Background: an optimization exercise with open tools, aiming at small area and a short achievable clock period. Do not read the settings as production practice. Function was checked by simulation only, so behaviour that the tests miss may differ from the original. Power figures rest on the tool's default switching activity, not on a simulated workload.

--- flow/run.sh ---
#!/bin/bash
# synth_recipe.tcl (not shown) runs the flow's synth.tcl, then flattens the netlist and writes it again
# the make line also repeats each setting of config.mk as NAME=value (left out here)
make -C /OpenROAD-flow-scripts/flow DESIGN_CONFIG=/design/flow/config.mk WORK_HOME=/design/flow/orfs CLKGATE_MAP_FILE= SYNTH_SCRIPT=/design/flow/synth_recipe.tcl finish
--- flow/config.mk ---
export PLATFORM = sky130hd
export DESIGN_NAME = systolic_array_with_skew
export DESIGN_NICKNAME = systolic_array_with_skew
export VERILOG_FILES = /design/flow/design.v
export SDC_FILE = /design/flow/constraint.sdc
export NUM_CORES = 4
export LEC_CHECK = 0
export CAP_MARGIN = 20
export CORE_MARGIN = 2
export CORE_UTILIZATION = 40
export SLEW_MARGIN = 20
--- flow/constraint.sdc ---
create_clock -name core_clock -period 10.0 [get_ports {clk}]
set_input_delay 2.0000 -clock core_clock [delete_from_list [all_inputs] [get_ports {clk}]]
set_output_delay 2.0000 -clock core_clock [all_outputs]
set_load 0.01 [all_outputs]
--- flow/design.v ---
module multiplier
#(
  parameter A_WIDTH = 16,
  parameter B_WIDTH = 16,
  parameter P_WIDTH = 32
)(
  input signed [A_WIDTH-1:0] a,
  input signed [B_WIDTH-1:0] b,
  output signed [P_WIDTH-1:0] p
);
  assign p = a * b;
endmodule
module adder
#(
  parameter A_WIDTH = 32,
  parameter B_WIDTH = 32,
  parameter S_WIDTH = 32
)(
  input signed [A_WIDTH-1:0] a,
  input signed [B_WIDTH-1:0] b,
  output signed [S_WIDTH-1:0] s
);
  assign s = a + b;
endmodule
module mac
#(
  parameter IFMAP_WIDTH = 16,
  parameter WEIGHT_WIDTH = 16,
  parameter OFMAP_WIDTH = 32
)(
  input clk,
  input rst_n,
  input en,
  input weight_wen,
  input signed [IFMAP_WIDTH - 1 : 0] ifmap_in,
  input signed [WEIGHT_WIDTH - 1 : 0] weight_in,
  input signed [OFMAP_WIDTH - 1 : 0] ofmap_in,
  output signed [IFMAP_WIDTH - 1 : 0] ifmap_out,
  output signed [OFMAP_WIDTH - 1 : 0] ofmap_out
);
  reg signed [WEIGHT_WIDTH - 1 : 0] weight_r;
  reg signed [IFMAP_WIDTH - 1 : 0] ifmap_r;
  reg signed [OFMAP_WIDTH - 1 : 0] ofmap_r;
  wire signed [OFMAP_WIDTH-1:0] prd;
  wire signed [OFMAP_WIDTH-1:0] accum;
  multiplier #(IFMAP_WIDTH, WEIGHT_WIDTH, OFMAP_WIDTH) mul
  (
    .a (ifmap_in),
    .b (weight_r),
    .p (prd)
  );
  adder #(OFMAP_WIDTH, OFMAP_WIDTH, OFMAP_WIDTH) add
  (
    .a (prd),
    .b (ofmap_in),
    .s (accum)
  );
  assign ifmap_out = ifmap_r;
  assign ofmap_out = ofmap_r;
  always_ff @(posedge clk) begin
    if (!rst_n) begin
      weight_r <= 0;
      ifmap_r <= 0;
      ofmap_r <= 0;
    end else begin
      if (en) begin
        ifmap_r <= ifmap_in;
        ofmap_r <= accum;
      end
      if (weight_wen) begin
        weight_r <= weight_in;
      end
    end
  end   
endmodule
module en_reg #(parameter DATA_WIDTH = 1) (
  input clk,
  input rst_n,
  input en,
  input [DATA_WIDTH - 1 : 0] din,
  output [DATA_WIDTH - 1 : 0] dout
);
  reg [DATA_WIDTH - 1 : 0] r;
  always @ (posedge clk) begin
    if (rst_n) begin
      if (en) begin
        r <= din;
      end
    end else begin
      r <= 0;
    end
  end
  assign dout = r;
endmodule
module skew_registers
#(
  parameter DATA_WIDTH = 16,
  parameter N = 4
)(
  input clk,
  input rst_n,
  input en,
  input [N * DATA_WIDTH - 1 : 0] din,
  output [N * DATA_WIDTH - 1 : 0] dout
);
  genvar y, x;
  generate
    for (y = 0; y < N; y = y + 1) begin: row
      wire [DATA_WIDTH - 1 : 0] d_w [y : 0];
      assign d_w[0] = din[y * DATA_WIDTH +: DATA_WIDTH];
      for (x = 0; x < y; x = x + 1) begin: col
        en_reg #(.DATA_WIDTH(DATA_WIDTH)) skew_r (
          .clk(clk),
          .rst_n(rst_n),
          .en(en),
          .din(d_w[x]),
          .dout(d_w[x + 1])
        );
      end
      assign dout[y * DATA_WIDTH +: DATA_WIDTH] = d_w[y];
    end
  endgenerate
endmodule
module systolic_array
#( 
  parameter IFMAP_WIDTH = 16,
  parameter WEIGHT_WIDTH = 16,
  parameter OFMAP_WIDTH = 32,
  parameter ARRAY_HEIGHT = 4,
  parameter ARRAY_WIDTH = 4
)(
  input clk,
  input rst_n,
  input en,
  input weight_en,
  input [ARRAY_HEIGHT - 1 : 0] weight_wen,
  input [ARRAY_HEIGHT * IFMAP_WIDTH - 1 : 0] ifmap_in,
  input [ARRAY_WIDTH * WEIGHT_WIDTH - 1 : 0] weight_in,
  input [ARRAY_WIDTH * OFMAP_WIDTH - 1 : 0] ofmap_in,
  output [ARRAY_WIDTH * OFMAP_WIDTH - 1 : 0] ofmap_out
);
  wire [ARRAY_WIDTH * WEIGHT_WIDTH - 1 : 0] weight_in_skewed;
  skew_registers
  #(
    .DATA_WIDTH(WEIGHT_WIDTH),
    .N(ARRAY_WIDTH)
  ) weight_in_skew_registers_inst (
    .clk(clk),
    .rst_n(rst_n),
    .en(weight_en),
    .din(weight_in),
    .dout(weight_in_skewed)
  );
  genvar x, y; 
  generate
    for (x = 0; x < ARRAY_WIDTH; x = x + 1) begin: row_reg
      wire [ARRAY_HEIGHT - 1 : 0] wen_col;
      for (y = 0; y < ARRAY_HEIGHT; y = y + 1) begin: col_reg
        if (x == 0) begin
          assign wen_col[y] = weight_wen[y];
        end else begin
          en_reg #(.DATA_WIDTH(1)) skew_r (
            .clk(clk),
            .rst_n(rst_n),
            .en(weight_en),
            .din(row_reg[x - 1].wen_col[y]),
            .dout(wen_col[y])
          );
        end
      end
    end
  endgenerate
  generate
    for (x = 0; x < ARRAY_WIDTH; x = x + 1) begin : arr_row
      wire [ARRAY_HEIGHT * IFMAP_WIDTH - 1 : 0] ifmap_o;
      wire [(ARRAY_HEIGHT + 1) * OFMAP_WIDTH - 1 : 0] ofmap_c;
      assign ofmap_c[0 +: OFMAP_WIDTH] = ofmap_in[x * OFMAP_WIDTH +: OFMAP_WIDTH];
      for (y = 0; y < ARRAY_HEIGHT; y = y + 1) begin : arr_col
        wire [IFMAP_WIDTH-1:0] ifmap_i;
        if (x == 0) begin
          assign ifmap_i = ifmap_in[y * IFMAP_WIDTH +: IFMAP_WIDTH];
        end else begin
          assign ifmap_i = arr_row[x-1].ifmap_o[y * IFMAP_WIDTH +: IFMAP_WIDTH];
        end
        mac #(IFMAP_WIDTH, WEIGHT_WIDTH, OFMAP_WIDTH) pe 
        (
          .clk (clk),
          .rst_n (rst_n),
          .en (en),
          .weight_wen (row_reg[x].wen_col[y]),
          .ifmap_in (ifmap_i),
          .weight_in (weight_in_skewed[x * WEIGHT_WIDTH +: WEIGHT_WIDTH]),
          .ofmap_in (ofmap_c[y * OFMAP_WIDTH +: OFMAP_WIDTH]),
          .ifmap_out (ifmap_o[y * IFMAP_WIDTH +: IFMAP_WIDTH]),
          .ofmap_out (ofmap_c[(y + 1) * OFMAP_WIDTH +: OFMAP_WIDTH])
        );
      end
      assign ofmap_out[x * OFMAP_WIDTH +: OFMAP_WIDTH] = ofmap_c[ARRAY_HEIGHT * OFMAP_WIDTH +: OFMAP_WIDTH];
    end
  endgenerate
endmodule
module systolic_array_with_skew
#( 
  parameter IFMAP_WIDTH = 16,
  parameter WEIGHT_WIDTH = 16,
  parameter OFMAP_WIDTH = 32,
  parameter ARRAY_HEIGHT = 4,
  parameter ARRAY_WIDTH = 4
)(
  input clk,
  input rst_n,
  input en,
  input weight_en,
  input [ARRAY_HEIGHT - 1 : 0] weight_wen,
  input [ARRAY_HEIGHT * IFMAP_WIDTH - 1 : 0] ifmap_in,
  input [ARRAY_WIDTH * WEIGHT_WIDTH - 1 : 0] weight_in,
  input [ARRAY_WIDTH * OFMAP_WIDTH - 1 : 0] ofmap_in,
  output [ARRAY_WIDTH * OFMAP_WIDTH - 1 : 0] ofmap_out
);
  wire [ARRAY_HEIGHT * IFMAP_WIDTH - 1 : 0] ifmap;
  wire [ARRAY_WIDTH * OFMAP_WIDTH - 1 : 0] ofmap;
  wire [ARRAY_WIDTH * OFMAP_WIDTH - 1 : 0] ofmap_reversed;
  wire [ARRAY_WIDTH * OFMAP_WIDTH - 1 : 0] ofmap_out_reversed;
  skew_registers
  #(
    .DATA_WIDTH(IFMAP_WIDTH),
    .N(ARRAY_HEIGHT)
  ) ifmap_skew_registers (
    .clk(clk),
    .rst_n(rst_n),
    .en(en),
    .din(ifmap_in),
    .dout(ifmap)
  );
  systolic_array
  #( 
    .IFMAP_WIDTH(IFMAP_WIDTH),
    .WEIGHT_WIDTH(WEIGHT_WIDTH),
    .OFMAP_WIDTH(OFMAP_WIDTH),
    .ARRAY_HEIGHT(ARRAY_HEIGHT),
    .ARRAY_WIDTH(ARRAY_WIDTH)
  ) systolic_array_inst (
    .clk(clk),
    .rst_n(rst_n),
    .en(en),
    .weight_en(weight_en),
    .weight_wen(weight_wen),
    .ifmap_in(ifmap),
    .weight_in(weight_in),
    .ofmap_in(ofmap_in),
    .ofmap_out(ofmap)
  );
  skew_registers
  #(
    .DATA_WIDTH(OFMAP_WIDTH),
    .N(ARRAY_WIDTH)
  ) ofmap_skew_registers (
    .clk(clk),
    .rst_n(rst_n),
    .en(en),
    .din(ofmap_reversed),
    .dout(ofmap_out_reversed)
  );
  genvar x;
  generate
    for (x = 0; x < ARRAY_WIDTH; x++) begin: reverse 
      assign ofmap_reversed[x * OFMAP_WIDTH +: OFMAP_WIDTH] = ofmap[(ARRAY_WIDTH - 1 - x) * OFMAP_WIDTH +: OFMAP_WIDTH];
      assign ofmap_out[x * OFMAP_WIDTH +: OFMAP_WIDTH] = ofmap_out_reversed[(ARRAY_WIDTH - 1 - x) * OFMAP_WIDTH +: OFMAP_WIDTH];
    end
  endgenerate
endmodule
==> reports/results.txt <==
Crit path max-delay family - adder cells
Unrepaired setup endpoints after global routing - no
Pleak - 121.9 nW
R2R depth - 21
Total wire length - 583.7 mm
Status - finished clean
Cts bufs inserted - 182
Die Ht - 743.4 um
Layout cells sized above 1 - 2.240%
Psw - 0.007303 W
Netlist Area Pre-Place - 0.2187 mm2
Via Count - 149,200
Vias per inst - 4.906
Worst clock skew - 0.07707 ns
CP Depth - 23
R2R Setup Slk - 2.51 ns
GPL Wtd Cong - 0.8856
Syn Inst Count - 23,220
Die footprint - 0.5527 mm2
TNS Setup - 0 ns
Vias in the first global route - 160,200
Overall Global Routing Usage - 21.58%
First-pass GRT wire length - 937.1 mm
Clock power frac - 35.0%
Sequential-to-total area share from yosys stat - 12.41%
Syn avg cell area - 9.419 um2
Post-CTS sizing - 0
CP max stage delay - 0.75 ns
Top cells by area, synth - fa_1 (43%), dfxtp_1 (12%), inv_1 (9.2%), ha_1 (9.0%), and2_1 (5.6%)
First-pass detailed-route iteration total - 6
Worst slew pin tran - 1.106 ns
Most numerous cell in the Yosys netlist - inv_1
Initial antenna violation count - 42
Worst min-delay path category - reg2reg
Reg power frac - 31.0%
Net Sw Frac - 36.47%
Setup-failing EPs final - 0
Synth-to-Final Area Change - 7.768%
Hold WS - 0.4506 ns
CP Cell Sequence - clkdlybuf4s50_1, nand2_1, inv_1, fa_1, inv_1, fa_1, inv_1, fa_1, fa_1, fa_1, inv_1, fa_1, inv_1, ha_1, a21o_1, a21oi_1, and3b_1, a21o_1, a21oi_1, a21oi_1, a21oi_1, mux2i_1, a211oi_1
Fill cells - 53,050
Initial Util - 40.16%
Relative slew slack - 26.13%
DR DRC count - 0
CP Data Required Time - 10.78 ns
Tcrit/Tclk final - 81.69%
GRT overflow - 0
Top cells by count, synth - inv_1 (5,387), fa_1 (4,672), nand2_1 (2,186), and2_1 (1,956), ha_1 (1,568)
Startpoint types - input pin
Syn. warnings - 6
EDFF count, synth - 0
Setup CP Type - in2reg
CP bufs+invs - 6
Yosys cell types - 90
CP most frequent cell - fa_1
P per Cell Area - 84.96 mW/mm2
# rows - 271
Slew Limit Fails - 0
Pin count of the biggest net entering global routing - 169
Synthesized net count - 29,720
Area leader, netlist - fa_1
F_max - 0.1224 GHz
VDD IR-drop max - 0.0001398 V
Hpwl dp - 476.4 mm
Avg WL per Cell - 19.19 um
CTS Hold Bufs - 0
Max Cap Viol - 0
Synth Flop Type - dfxtp_1
Core area - 0.5446 mm2
H-tree levels - 4
Clock buffer depth - 4
Register bit total from synthesis - 1,356
Worst Setup End Kind - register
IO buf count - 391
Worst skew pair latency - 0.95 ns
Arr. time, crit path - 8.95 ns
I/O pin count - 392
Clock-pin slew on the worst setup and hold paths - 0.06 ns
Setup repair bufs after CTS - 0
CTS tree - built
Clk sink count - 1,356
Hold violation count in the final report - 0
Initial drt markers - 8,966
Min Clock Period, post-route - 8.169 ns
Worst hold path depth - 2
Slowest CP cell - clkdlybuf4s50_1
Comb pwr share - 34.0%
Final ANT Viol Nets - 0
Worst R2R Start - ifmap_skew_registers.row[3].col[2].skew_r.r[9]
Internal Power - 0.01272 W
Clock root buffer - clkbuf_16
Die width - 743.4 um
Asr flop ratio synth - 0%
Top cell type's share of synthesized area - 42.77%
Crit-path max FO - 17
Net count reported at finish - 29,520
## stage by stage
stage	total power [W]	instance area [um2]	worst slack (ns)	std cells	utilization, %
after CTS	0.02032	235700	1.884	30400	43.28
after global routing	0.02145	235700	1.487	30400	43.28
after global placement	0.01305	229300	0.6262	30060	42.11
after detailed placement	0.01314	229300	0.8376	30060	42.12
final	0.02002	235700	1.831	30410	43.28
after floorplan	0.01111	218700	2.216	23220	-
## power groups by stage
stage                     Sequential (W)  Combinational [W]  Clock, W
after global routing             0.00624            0.00778   0.00743
after CTS                        0.00620            0.00687   0.00725
after detailed placement         0.00632            0.00683         0
final                            0.00620            0.00681   0.00701
after global placement           0.00631            0.00674         0
after floorplan                  0.00596            0.00514         0
## kinds of logic (layout without fill, tap and decap cells)
logic type,after synthesis,after routing,synth area share (%)
buffers and inverters,6329,6274,10.93
adders and majority gates,6240,6240,51.74
and+or+nand+nor,6218,6218,13.45
AOI/OAI and AO/OA,1376,1376,4.023
DFF,1356,1356,12.41
muxes,1107,1107,5.068
xor gates and xnor gates,594,594,2.379
other,0,14,0
## state kept, by name, summed over array words and instances, names as in the netlist, named ones only
| signal | flops |
|---|---|
| ofmap_skew_registers.row.col.skew_r.r | 192 |
| systolic_array_inst.arr_row.arr_col.pe.ofmap_r | 512 |
| ifmap_skew_registers.row.col.skew_r.r | 96 |
| systolic_array_inst.arr_row.arr_col.pe.weight_r | 256 |
| systolic_array_inst.row.col.genblk1.skew_r.r | 12 |
| systolic_array_inst.arr_row.arr_col.pe.ifmap_r | 192 |
## final cells by class
cell class / instances / area (um2) / area share [%]
inverter: 5388 / 20240 / 8.587
antenna: 14 / 35.03 / 0.01486
sequential: 1356 / 27150 / 11.52
clock inverter: 95 / 1204 / 0.5107
tap: 7234 / 9051 / 3.840
timing repair buffer: 550 / 5221 / 2.215
multi-input combinational: 15540 / 167700 / 71.15
clock buffer: 241 / 5109 / 2.168
## per-layer routing
layer / vias up / part of all wire, % / routed length [um] / global-route usage [%]
met1: 76480 / 47 / 276800 / 31.45
met4: 16 / 2.1 / 12450 / 4.351
met2: 3636 / 44 / 258100 / 34.08
met5: - / 0.018 / 107 / 0
li1: 68470 / - / - / -
met3: 590 / 6.2 / 36160 / 3.324
## cells in the final DEF (no fill, tap or decap), drive strengths merged, types with 19 or more instances in the layout
cell,count
nor2,1554
or3,37
nand2,2187
o21bai,46
ha,1568
bufinv,19
fa,4672
a211oi,83
clkbuf,242
o211ai,22
clkinv,47
mux2i,1104
inv,5404
dfxtp,1356
nand3,74
xor2,164
and2,1956
a31oi,47
nand2b,124
xnor2,430
o21a,78
a21o,201
nor3,89
clkdlybuf4s50,386
nor2b,69
buf,163
a21oi,380
and3,42
o31ai,28
nand4,25
o21ai,322
## how the worst max path moves through the flow
stage / from / to / slack, ns
after floorplan: ifmap_in[15] / register / 2.22
after global placement: ifmap_in[12] / register / 0.63
after detailed placement: ifmap_in[15] / register / 0.84
after CTS: ifmap_in[15] / register / 1.88
after global routing: ifmap_in[15] / register / 1.49
final: ifmap_in[15] / register / 1.83
## worst register-to-register path, cell delays in order (launching register included)
cell	delay [ns]
dfxtp_1	0.89
nand2_1	0.22
fa_1	0.57
fa_1	0.48
fa_1	0.53
fa_1	0.54
inv_1	0.05
fa_1	0.48
inv_1	0.05
fa_1	0.47
inv_1	0.04
ha_1	0.34
a21o_1	0.21
a21o_1	0.18
a21oi_1	0.19
o31ai_1	0.17
a311o_1	0.48
a2111oi_0	0.62
o31ai_1	0.17
xor2_1	0.46
mux2i_1	0.14
nor2_1	0.11

static timing again, ports no longer ideal:
The results above use ideal ports. As a check the final layout listed here was re-extracted and re-timed, cells and wires unchanged. Step 1 (the two cells are an assumption about what drives the block):
set clk [get_ports {clk}]
set_driving_cell -lib_cell sky130_fd_sc_hd__clkbuf_16 $clk
set_driving_cell -lib_cell sky130_fd_sc_hd__buf_2 [delete_from_list [all_inputs] $clk]
Step 2 times the ports against the registers' clock, not the clock port: input delays grow and output delays shrink by t, the midpoint of the rising clock arrivals with the driver on. Slacks: no drivers / after step 1 / after step 2; pairs: no drivers / after step 1.
shift t [ns]: 1.043
setup WS [ns]: 1.831 / 1.945 / 0.901
worst setup path at the end: input to register
latest minus earliest clock arrival (ns): 0.079 / 0.079
worst data-port slew with drivers (ns): 0.16
After both steps this run still meets setup and hold. For this run, drivers alone change the setup slack by +0.114 ns; drivers and shift together by -0.930 ns.
